This is an optimization exercise on Yosys and OpenROAD, whose aim is small area, not a production implementation. Where RTL was checked, it was by simulation tests only, not by an equivalence proof against the original. Power is estimated from default activity; no workload was simulated.

==> inputs of job 4346 <==
Design cpu, start of the top module:
module cpu #( parameter n = 8, Isize = 24, Psize = 6)
(input logic clk,
  input logic reset,                
  input logic [n:0] SW,             
  input logic [Isize-1:0] I,        
  output logic [Psize-1:0] PC,      
  output logic [n-1:0] LED);
==> module pc, before the edit <==
module pc #(parameter Psize = 6)
(input logic [Psize-1:0] PC,
 input logic [23:0] I,
 input logic zero, reset,
 output logic [Psize-1:0] PCnext
);
logic take;
assign take = (I[23:21] == 3'b011 & zero) | (I[23:21] == 3'b100 & ~zero);
assign PCnext = reset ? {Psize{1'b0}}
                      : PC + (take ? I[Psize-1:0] : {Psize{1'b0}}) + 1'b1;
endmodule
make LEC_CHECK=0 CAP_MARGIN=20 CORE_MARGIN=2 CORE_UTILIZATION=40 SLEW_MARGIN=20 SYNTH_HIERARCHICAL=1 finish   # period 10.0 ns
run.sh (not shown) runs the stock make flow with config.mk's settings and CLKGATE_MAP_FILE= SYNTH_SCRIPT=/design/flow/synth_recipe.tcl, a recipe that flattens the netlist after the stock synthesis.
==> job 7363 (differences from job 4346) <==
--- a/flow/design.v
+++ b/flow/design.v
@@ -161,5 +161,13 @@
 logic take;
+logic [Psize-1:0] t, s;
+logic [Psize:0] c;
 assign take = (I[23:21] == 3'b011 & zero) | (I[23:21] == 3'b100 & ~zero);
-assign PCnext = reset ? {Psize{1'b0}}
-                      : PC + (take ? I[Psize-1:0] : {Psize{1'b0}}) + 1'b1;
+assign t = take ? I[Psize-1:0] : {Psize{1'b0}};
+assign c[0] = 1'b1;
+always_comb
+  for (int i = 0; i < Psize; i++) begin
+    s[i]   = PC[i] ^ t[i] ^ c[i];
+    c[i+1] = PC[i] & t[i] | PC[i] & c[i] | t[i] & c[i];
+  end
+assign PCnext = reset ? {Psize{1'b0}} : s;
 endmodule
==> flow/flow/run.sh (new file) <==
#!/bin/bash
# Layout flow: the standard ORFS flow, with a smaller clock tree
# (clkbuf_8/16 buffers on larger sink clusters, no dummy loads) and
# port buffers of the smallest buffer cell.
set -euo pipefail
export CTS_ARGS="-sink_clustering_enable -repair_clock_nets -dont_use_dummy_load -buf_list {sky130_fd_sc_hd__clkbuf_8 sky130_fd_sc_hd__clkbuf_16} -sink_clustering_size 30 -sink_clustering_max_diameter 100"
export BUFFER_PORTS_ARGS="-buffer_cell sky130_fd_sc_hd__buf_1"
bash standard.sh > standard.log 2>&1
==> flow/standard.sh (new file) <==
#!/bin/bash
# synth_recipe.tcl (not shown) runs the flow's synth.tcl, then flattens the netlist and writes it again
# the make line also repeats each setting of config.mk as NAME=value (left out here)
make -C /OpenROAD-flow-scripts/flow DESIGN_CONFIG=/design/flow/config.mk WORK_HOME=/design/flow/orfs CLKGATE_MAP_FILE= SYNTH_SCRIPT=/design/flow/synth_recipe.tcl "${@:-finish}"
removed: flow/run.sh
==> comparison table <==
item                                                        job 7363     job 4346
# diodes                                                           1            0
Starting density of the core                                   0.409        0.403
First-pass GRT wire length                                   51.2 mm      54.1 mm
Clk_buf instances                                                 12           39
Die area                                                 30000 sq um  30100 sq um
Required time worst endpoint                                10.42 ns      8.00 ns
Status                                      timing/DRC/antenna clean  timing/DRC/antenna clean
Total combinational power                                   0.438 mW     0.466 mW
Clock transition at the registers of the reported paths      0.10 ns      0.06 ns
Seq group                                                    1.43 mW      1.44 mW
Clock tree cell share of total cell area                      0.0237       0.0663
Die outline height                                       173 microns  174 microns
Final net count                                                  919          929
Final std cells w/o fill                                        1252         1289
Cell Area, Synth                                         11400 sq um  11500 sq um
The RTL of job 7363 was laid out without a check of its function.

========
==> umber: inputs <==
==> flow/design.v <==
module multiplier (
input logic [3:0] a, b,
output logic [3:0] out);
logic [3:0][3:0] p;    
logic c1, s2, c2;
always_comb
  for (int i = 0; i < 4; i++)
    for (int j = 0; j < 4; j++)
      p[i][j] = a[i] & b[j];
assign out[0] = p[0][0];
assign out[1] = p[1][0] ^ p[0][1];
assign c1     = p[1][0] & p[0][1];
assign s2     = p[2][0] ^ p[1][1] ^ p[0][2];
assign c2     = p[2][0] & p[1][1] | p[2][0] & p[0][2] | p[1][1] & p[0][2];
assign out[2] = s2 ^ c1;
assign out[3] = p[3][0] ^ p[2][1] ^ p[1][2] ^ p[0][3] ^ c2 ^ (s2 & c1);
endmodule
module alu #(parameter n = 8) (
input logic [n-1:0] a, b,       
input logic [2:0] func,         
output logic [n-1:0] result,    
output logic zero               
);
logic [3:0] t;                  
logic sub, isadd, ismul;
logic [n-1:0] k;                
logic [3:0] mulOut;
aluctl ctl(.func(func), .t(t), .sub(sub), .isadd(isadd), .ismul(ismul));
multiplier mul(.a(a[3:0]), .b(b[3:0]), .out(mulOut));
assign k[0] = 1'b0;
genvar i;
generate for (i = 0; i < n; i++) begin : bits
  logic lu;
  lumux m(.t(t), .a(a[i]), .b(b[i]), .y(lu));
  if (i < n - 1) begin : cy
    carry c(.a(a[i]), .b(b[i]), .k(k[i]), .sub(sub), .isadd(isadd), .ko(k[i+1]));
  end
  if (i < 4) begin : lo
    assign result[i] = (lu ^ k[i]) | (ismul & mulOut[i]);
  end else begin : hi
    assign result[i] = lu ^ k[i];
  end
end endgenerate
assign zero = ~|result;
endmodule  
module aluctl (
input logic [2:0] func,
output logic [3:0] t,
output logic sub, isadd, ismul);
always_comb begin
  case (func)
    3'b000   : t = 4'b1100;
    3'b001   : t = 4'b1010;
    3'b010 : t = 4'b0110;
    3'b011 : t = 4'b0110;
    3'b100 : t = 4'b1000;
    3'b101  : t = 4'b1110;
    3'b110 : t = 4'b0110;
    default : t = 4'b0000;
  endcase
  isadd = (func[2:1] == 2'b01);
  sub   = func[0];
  ismul = (func == 3'b111);
end
endmodule
module lumux (input logic [3:0] t, input logic a, b, output logic y);
  assign y = t[{a, b}];
endmodule
module carry (input logic a, b, k, sub, isadd, output logic ko);
  logic ax, bg;
  assign ax = a ^ sub;
  assign bg = b & isadd;
  assign ko = ax & bg | ax & k | bg & k;
endmodule
module decoder #(parameter n = 8)
( input logic [23:0] I,
  input logic reset,
  input logic [n-1:0] result,
  output logic w, imm,
  output logic [31:1] selA, selB,
  output logic [31:3] en,
  output logic wr1, wr2,
  output logic [n-1:0] wd
);
logic [3:0] loAn, loBn, loWn;
logic [7:0] hiAn, hiBn, hiWn;
predecode pa(.I(I), .reset(reset), .w(w), .imm(imm),
             .loAn(loAn), .hiAn(hiAn), .loBn(loBn), .hiBn(hiBn),
             .loWn(loWn), .hiWn(hiWn), .wr1(wr1), .wr2(wr2));
nor2grid #(.K0(1)) ga(.lon(loAn), .hin(hiAn), .y(selA));
nor2grid #(.K0(1)) gb(.lon(loBn), .hin(hiBn), .y(selB));
nor2grid #(.K0(3)) gw(.lon(loWn), .hin(hiWn), .y(en));
assign wd = reset ? {n{1'b0}} : result;
endmodule  
module predecode
( input logic [23:0] I,
  input logic reset,
  output logic w, imm,
  output logic [3:0] loAn, loBn, loWn,
  output logic [7:0] hiAn, hiBn, hiWn,
  output logic wr1, wr2
);
logic [4:0] rd, rs;
logic nw, nimm;
logic [4:0][1:0] dl, sl;             
assign rd = I[17:13];
assign rs = I[12:8];
gnor2 gw(.a(I[23]), .b(I[22]), .y(w));           
ginv  gnw(.a(w), .y(nw));
gnand2 gni(.a(w), .b(I[21]), .y(nimm));  
ginv  gim(.a(nimm), .y(imm));
genvar b, j, i;
generate
  for (b = 0; b < 5; b++) begin : inv
    assign dl[b][1] = rd[b];
    assign sl[b][1] = rs[b];
    ginv gd(.a(rd[b]), .y(dl[b][0]));
    ginv gs(.a(rs[b]), .y(sl[b][0]));
  end
  for (j = 0; j < 4; j++) begin : lo
    gnand2 ga(.a(dl[1][j/2]), .b(dl[0][j%2]), .y(loAn[j]));
    gnand2 gb(.a(sl[1][j/2]), .b(sl[0][j%2]), .y(loBn[j]));
    ga31oi gw(.a1(w), .a2(dl[1][j/2]), .a3(dl[0][j%2]), .b1(reset), .y(loWn[j]));
  end
  for (i = 0; i < 8; i++) begin : hi
    gnand3 ga(.a(dl[4][i/4]), .b(dl[3][(i/2)%2]), .c(dl[2][i%2]), .y(hiAn[i]));
    gnand4 gb(.a(sl[4][i/4]), .b(sl[3][(i/2)%2]), .c(sl[2][i%2]), .d(nimm), .y(hiBn[i]));
    ga31oi gw(.a1(dl[4][i/4]), .a2(dl[3][(i/2)%2]), .a3(dl[2][i%2]), .b1(reset), .y(hiWn[i]));
  end
endgenerate
gnor4 g1(.a(reset), .b(nw), .c(loAn[1]), .d(hiAn[0]), .y(wr1));
gnor4 g2(.a(reset), .b(nw), .c(loAn[2]), .d(hiAn[0]), .y(wr2));
endmodule
module ginv (input logic a, output logic y);
  assign y = ~a;
endmodule
module gnor2 (input logic a, b, output logic y);
  assign y = ~(a | b);
endmodule
module gnor4 (input logic a, b, c, d, output logic y);
  assign y = ~(a | b | c | d);
endmodule
module gnand2 (input logic a, b, output logic y);
  assign y = ~(a & b);
endmodule
module gnand3 (input logic a, b, c, output logic y);
  assign y = ~(a & b & c);
endmodule
module gnand4 (input logic a, b, c, d, output logic y);
  assign y = ~(a & b & c & d);
endmodule
module ga31oi (input logic a1, a2, a3, b1, output logic y);
  assign y = ~(a1 & a2 & a3 | b1);
endmodule
module nor2grid #(parameter K0 = 1)
( input logic [3:0] lon,
  input logic [7:0] hin,
  output logic [31:K0] y
);
always_comb
  for (int k = K0; k < 32; k++)
    y[k] = ~(lon[k % 4] | hin[k / 4]);
endmodule
module regread #(parameter n = 8, N = 31)
(input logic [N-1:0] sel,
 input logic [N-1:0][n-1:0] d,
 output logic [n-1:0] y);
genvar b;
generate for (b = 0; b < n; b++) begin : bits
  logic [N-1:0] col;
  for (genvar k = 0; k < N; k++) begin : c
    assign col[k] = d[k][b];
  end
  rdbit #(.N(N)) rb(.sel(sel), .d(col), .y(y[b]));
end endgenerate
endmodule
module rdbit #(parameter N = 31)
(input logic [N-1:0] sel, d,
 output logic y);
localparam G = N / 3;          
localparam R = N - 3 * G;      
logic [G-1:0] x;
genvar k;
generate for (k = 0; k < G; k++) begin : g
  aoi222 a(.a1(sel[3*k]), .a2(d[3*k]), .b1(sel[3*k+1]), .b2(d[3*k+1]),
           .c1(sel[3*k+2]), .c2(d[3*k+2]), .y(x[k]));
end endgenerate
rdcombine #(.G(G), .R(R)) cmb(.x(x), .sel(sel[N-1:3*G]), .d(d[N-1:3*G]), .y(y));
endmodule
module aoi222 (input logic a1, a2, b1, b2, c1, c2, output logic y);
  assign y = ~(a1 & a2 | b1 & b2 | c1 & c2);
endmodule
module rdcombine #(parameter G = 10, R = 1)
(input logic [G-1:0] x,
 input logic [R-1:0] sel, d,
 output logic y);
  assign y = ~(&x) | (|(sel & d));
endmodule
module swload #(parameter n = 8)
(input logic wr1, wr2,
 input logic [n-1:0] result,
 input logic [8:0] SW,
 output logic [n-1:0] gpr1d, gpr2d);
  logic nwr1, nwr2;
  ginv i1(.a(wr1), .y(nwr1));
  ginv i2(.a(wr2), .y(nwr2));
  genvar b;
  generate for (b = 0; b < n; b++) begin : bits
    ga22o m1(.a1(wr1), .a2(result[b]), .b1(nwr1), .b2(SW[b]), .y(gpr1d[b]));
    if (b == 0) begin : b0
      ga22o m2(.a1(wr2), .a2(result[b]), .b1(nwr2), .b2(SW[8]), .y(gpr2d[b]));
    end else begin : bn
      gand2 m2(.a(wr2), .b(result[b]), .y(gpr2d[b]));
    end
  end endgenerate
endmodule
module ga22o (input logic a1, a2, b1, b2, output logic y);
  assign y = a1 & a2 | b1 & b2;
endmodule
module gand2 (input logic a, b, output logic y);
  assign y = a & b;
endmodule
module pc #(parameter Psize = 6)
(input logic [Psize-1:0] PC,
 input logic [23:0] I,
 input logic zero, reset,
 output logic [Psize-1:0] PCnext
);
logic take;
logic [Psize-1:0] t, s;
logic [Psize:0] c;
assign take = (I[23:21] == 3'b011 & zero) | (I[23:21] == 3'b100 & ~zero);
assign t = take ? I[Psize-1:0] : {Psize{1'b0}};
assign c[0] = 1'b1;
always_comb
  for (int i = 0; i < Psize; i++) begin
    s[i]   = PC[i] ^ t[i] ^ c[i];
    c[i+1] = PC[i] & t[i] | PC[i] & c[i] | t[i] & c[i];
  end
assign PCnext = reset ? {Psize{1'b0}} : s;
endmodule
module cpu #( parameter n = 8, Isize = 24, Psize = 6)
(input logic clk,
  input logic reset,                
  input logic [n:0] SW,             
  input logic [Isize-1:0] I,        
  output logic [Psize-1:0] PC,      
  output logic [n-1:0] LED);        
logic w, imm, zero;
logic [n-1:0] A, B, result, wd;
logic [31:1] selA, selB;
logic [31:3] en;
logic wr1, wr2;
logic [Psize-1:0] PCnext;
logic [n-1:0] gpr1, gpr2;
logic [31:3][n-1:0] gpr;
decoder d(.I(I), .reset(reset), .result(result), .w(w), .imm(imm),
          .selA(selA), .selB(selB), .en(en), .wr1(wr1), .wr2(wr2), .wd(wd));
logic [n-1:0] gpr1d, gpr2d;
swload sl(.wr1(wr1), .wr2(wr2), .result(result), .SW(SW), .gpr1d(gpr1d), .gpr2d(gpr2d));
always_ff @(posedge clk) begin
  gpr1 <= gpr1d;
  gpr2 <= gpr2d;
end
genvar g;
generate for (g = 3; g < 32; g++) begin : file
  always_ff @(posedge clk)
    if (en[g]) gpr[g] <= wd;
end endgenerate
regread #(.N(31)) ra(.sel(selA), .d({gpr, gpr2, gpr1}), .y(A));
regread #(.N(32)) rb(.sel({imm, selB}), .d({I[n-1:0], gpr, gpr2, gpr1}), .y(B));
alu alu(.a(A), .b(B), .func(I[20:18]), .result(result), .zero(zero));
pc p(.PC(PC), .I(I), .zero(zero), .reset(reset), .PCnext(PCnext));
always_ff @(posedge clk)
  PC <= PCnext;
assign LED = result;
endmodule
==> flow/flow/run.sh <==
#!/bin/bash
# Layout flow: the standard ORFS flow, with a smaller clock tree
# (clkbuf_8/16 buffers on larger sink clusters, no dummy loads) and
# port buffers of the smallest buffer cell.
set -euo pipefail
export CTS_ARGS="-sink_clustering_enable -repair_clock_nets -dont_use_dummy_load -buf_list {sky130_fd_sc_hd__clkbuf_8 sky130_fd_sc_hd__clkbuf_16} -sink_clustering_size 30 -sink_clustering_max_diameter 100"
export BUFFER_PORTS_ARGS="-buffer_cell sky130_fd_sc_hd__buf_1"
bash standard.sh > standard.log 2>&1
==> flow/standard.sh <==
#!/bin/bash
# synth_recipe.tcl (not shown) runs the flow's synth.tcl, then flattens the netlist and writes it again
# the make line also repeats each setting of config.mk as NAME=value (left out here)
make -C /OpenROAD-flow-scripts/flow DESIGN_CONFIG=/design/flow/config.mk WORK_HOME=/design/flow/orfs CLKGATE_MAP_FILE= SYNTH_SCRIPT=/design/flow/synth_recipe.tcl "${@:-finish}"
==> flow/config.mk <==
export PLATFORM = sky130hd
export DESIGN_NAME = cpu
export DESIGN_NICKNAME = cpu
export VERILOG_FILES = /design/flow/design.v
export SDC_FILE = /design/flow/constraint.sdc
export NUM_CORES = 4
export LEC_CHECK = 0
export CAP_MARGIN = 20
export CORE_MARGIN = 2
export CORE_UTILIZATION = 40
export SLEW_MARGIN = 20
export SYNTH_HIERARCHICAL = 1
==> flow/constraint.sdc <==
create_clock -name core_clock -period 10.0 [get_ports {clk}]
set_input_delay 2.0000 -clock core_clock [delete_from_list [all_inputs] [get_ports {clk}]]
set_output_delay 2.0000 -clock core_clock [all_outputs]
set_load 0.01 [all_outputs]
==> inputs of tundra, as changes to umber <==
==> flow/design.v, changed modules only <==
module predecode
( input logic [23:0] I,
  input logic reset,
  output logic w, imm,
  output logic [3:0] loAn, loBn, loWn,
  output logic [7:0] hiAn, hiBn, hiWn,
  output logic wr1, wr2
);
logic [4:0] rd, rs;
logic nw, nimm;
logic [4:0][1:0] dl, sl;             
assign rd = I[17:13];
assign rs = I[12:8];
gnor2 gw(.a(I[23]), .b(I[22]), .y(w));           
ginv  gnw(.a(w), .y(nw));
gor3b gni(.a(I[23]), .b(I[22]), .cn(I[21]), .y(nimm));  
ginv  gim(.a(nimm), .y(imm));
genvar b, j, i;
generate
  for (b = 0; b < 5; b++) begin : inv
    assign dl[b][1] = rd[b];
    assign sl[b][1] = rs[b];
    ginv gd(.a(rd[b]), .y(dl[b][0]));
    ginv gs(.a(rs[b]), .y(sl[b][0]));
  end
  for (j = 0; j < 4; j++) begin : lo
    gnand2 ga(.a(dl[1][j/2]), .b(dl[0][j%2]), .y(loAn[j]));
    gnand2 gb(.a(sl[1][j/2]), .b(sl[0][j%2]), .y(loBn[j]));
    ga31oi gw(.a1(w), .a2(dl[1][j/2]), .a3(dl[0][j%2]), .b1(reset), .y(loWn[j]));
  end
  for (i = 0; i < 8; i++) begin : hi
    gnand3 ga(.a(dl[4][i/4]), .b(dl[3][(i/2)%2]), .c(dl[2][i%2]), .y(hiAn[i]));
    gnand4 gb(.a(sl[4][i/4]), .b(sl[3][(i/2)%2]), .c(sl[2][i%2]), .d(nimm), .y(hiBn[i]));
    ga31oi gw(.a1(dl[4][i/4]), .a2(dl[3][(i/2)%2]), .a3(dl[2][i%2]), .b1(reset), .y(hiWn[i]));
  end
endgenerate
gnor4 g1(.a(reset), .b(nw), .c(loAn[1]), .d(hiAn[0]), .y(wr1));
gnor4 g2(.a(reset), .b(nw), .c(loAn[2]), .d(hiAn[0]), .y(wr2));
endmodule
module gor3b (input logic a, b, cn, output logic y);
  assign y = a | b | ~cn;
endmodule
module pc #(parameter Psize = 6)
(input logic [Psize-1:0] PC,
 input logic [23:0] I,
 input logic zero, reset,
 output logic [Psize-1:0] PCnext
);
logic take;
logic [Psize-1:0] inc, br, off;
logic [Psize:0] c, ci;
assign take = (I[23:21] == 3'b011 & zero) | (I[23:21] == 3'b100 & ~zero);
assign off = I[Psize-1:0];
assign c[0] = 1'b1;
always_comb
  for (int i = 0; i < Psize; i++) begin
    br[i]  = PC[i] ^ off[i] ^ c[i];
    c[i+1] = PC[i] & off[i] | PC[i] & c[i] | off[i] & c[i];
  end
assign ci[0] = 1'b1;
always_comb
  for (int i = 0; i < Psize; i++) begin
    inc[i]  = PC[i] ^ ci[i];
    ci[i+1] = PC[i] & ci[i];
  end
assign PCnext = reset ? {Psize{1'b0}} : (take ? br : inc);
endmodule
==> flow/flow/run.sh (replaced) <==
#!/bin/bash
# Layout flow: the standard ORFS flow (standard.sh) with
#  - a smaller clock tree: clkbuf_8 buffers on clusters of up to 18 sinks, no dummy loads
#  - port buffers of the smallest buffer cell
#  - after floorplan, every combinational gate set to its smallest drive
#    strength (downsize.tcl); repair steps then size up what timing needs
# The make output goes to standard.log; ORFS writes each step's log under orfs/logs.
set -euo pipefail
export CTS_ARGS="-sink_clustering_enable -repair_clock_nets -dont_use_dummy_load -buf_list {sky130_fd_sc_hd__clkbuf_8} -sink_clustering_size 18 -sink_clustering_max_diameter 70"
export BUFFER_PORTS_ARGS="-buffer_cell sky130_fd_sc_hd__buf_1"
export POST_FLOORPLAN_TCL="$PWD/flow/downsize.tcl"
bash standard.sh > standard.log 2>&1
==> flow/flow/downsize.tcl (new file) <==
# Post-floorplan hook: synthesis (ABC) sizes gates for a far tighter delay target
# than the clock needs; put every combinational gate back to its smallest drive
# strength of the same function.  Later repair steps (repair_design, repair_timing)
# size up or buffer what the real loads and timing need.
set block [ord::get_db_block]
set db [ord::get_db]
set count 0
set saved 0.0
foreach inst [$block getInsts] {
  set m [$inst getMaster]
  set name [$m getName]
  if {![regexp {^(sky130_fd_sc_hd__[a-z0-9]+)_([0-9]+)$} $name -> base size]} { continue }
  if {$size <= 1} { continue }
  # keep flip-flops, tie cells and anything clock-specific as they are
  if {[regexp {df|dl|edf|sdf|conb|clk|tap|fill|decap|diode} $base]} { continue }
  set small [$db findMaster ${base}_1]
  if {$small == "NULL" || $small == ""} { continue }
  set da [expr {[$m getWidth] - [$small getWidth]}]
  if {$da <= 0} { continue }
  replace_cell [$inst getName] ${base}_1
  incr count
  set saved [expr {$saved + $da * [$m getHeight] / 1e6}]
}
puts "downsize: $count instances set to drive strength 1, [format %.1f $saved] um^2 saved"
Settings changed: CORE_UTILIZATION 40 to 55.
==> flow_summary.yaml <==
sta:
  fin_crit_ns: 9.31
  relSlewSlack: 0.225
yosys:
  synth_area_sq_um: 11500
  synth.avg_cell_area_sq_um: 14.6
power:
  powerDensity_nw_per_um2: 192
  power.leakage_nw: 4.06
clock_network:
  cts_made_buffers: 18
place:
  dpl.cell_count: 1105
status:
  status: "complete, no violations"
floorplanning:
  coreArea_sq_um: 20400
  num_rows: 52
routing:
  vias: 8767
setup_path:
  ff2ff_setup_slack_ns: 3.98
[end of results for tundra]
==> flow_summary.yaml <==
routing:
  vias: 8592
yosys:
  synth.avg_cell_area_sq_um: 14.6
  synth_area_sq_um: 11300
status:
  status: "complete, no violations"
floorplanning:
  coreArea_sq_um: 27800
setup_path:
  ff2ff_setup_slack_ns: 2.41
power:
  power.leakage_nw: 4.12
sta:
  relSlewSlack: 0.259
clock_network:
  cts_made_buffers: 13
place:
  dpl.cell_count: 1223
[end of results for umber]

[re-timing with driven ports]
How much do the figures lean on ideal ports? The routed layouts below were timed once more, with nothing changed but the port constraints. Step 1 assumes that a clkbuf_16 drives the clock port and a buf_2 every other input. Step 2 moves the port delays by t, midway between the first and last clock arrival at a register: inputs arrive t later, outputs are due t later. That takes back most of the time a late clock gives input paths. Slacks: ideal ports / drivers / drivers and shift; pairs: ideal ports / drivers.
run	t, ns	setup slack, ns	worst hold slack (ns)	worst setup path after step 2	latest minus earliest clock arrival (ns)
job 4346	0.587	0.344 / 0.317 / 0.317	0.543 / 0.543 / 0.543	input to output	0.021 / 0.021
job 7363	0.530	0.580 / 0.604 / 0.075	0.541 / 0.541 / 0.541	input to register	0.023 / 0.023
umber	0.536	0.423 / 0.379 / -0.157	0.554 / 0.554 / 0.554	input to register	0.050 / 0.050
tundra	0.562	0.688 / 0.617 / 0.617	0.649 / 0.649 / 0.649	input to output	0.070 / 0.070
Met with ideal ports but missed after step 2: setup timing in umber. The setup slack of umber, which loses most, moves by -0.044 ns with the drivers and by -0.580 ns with both steps.
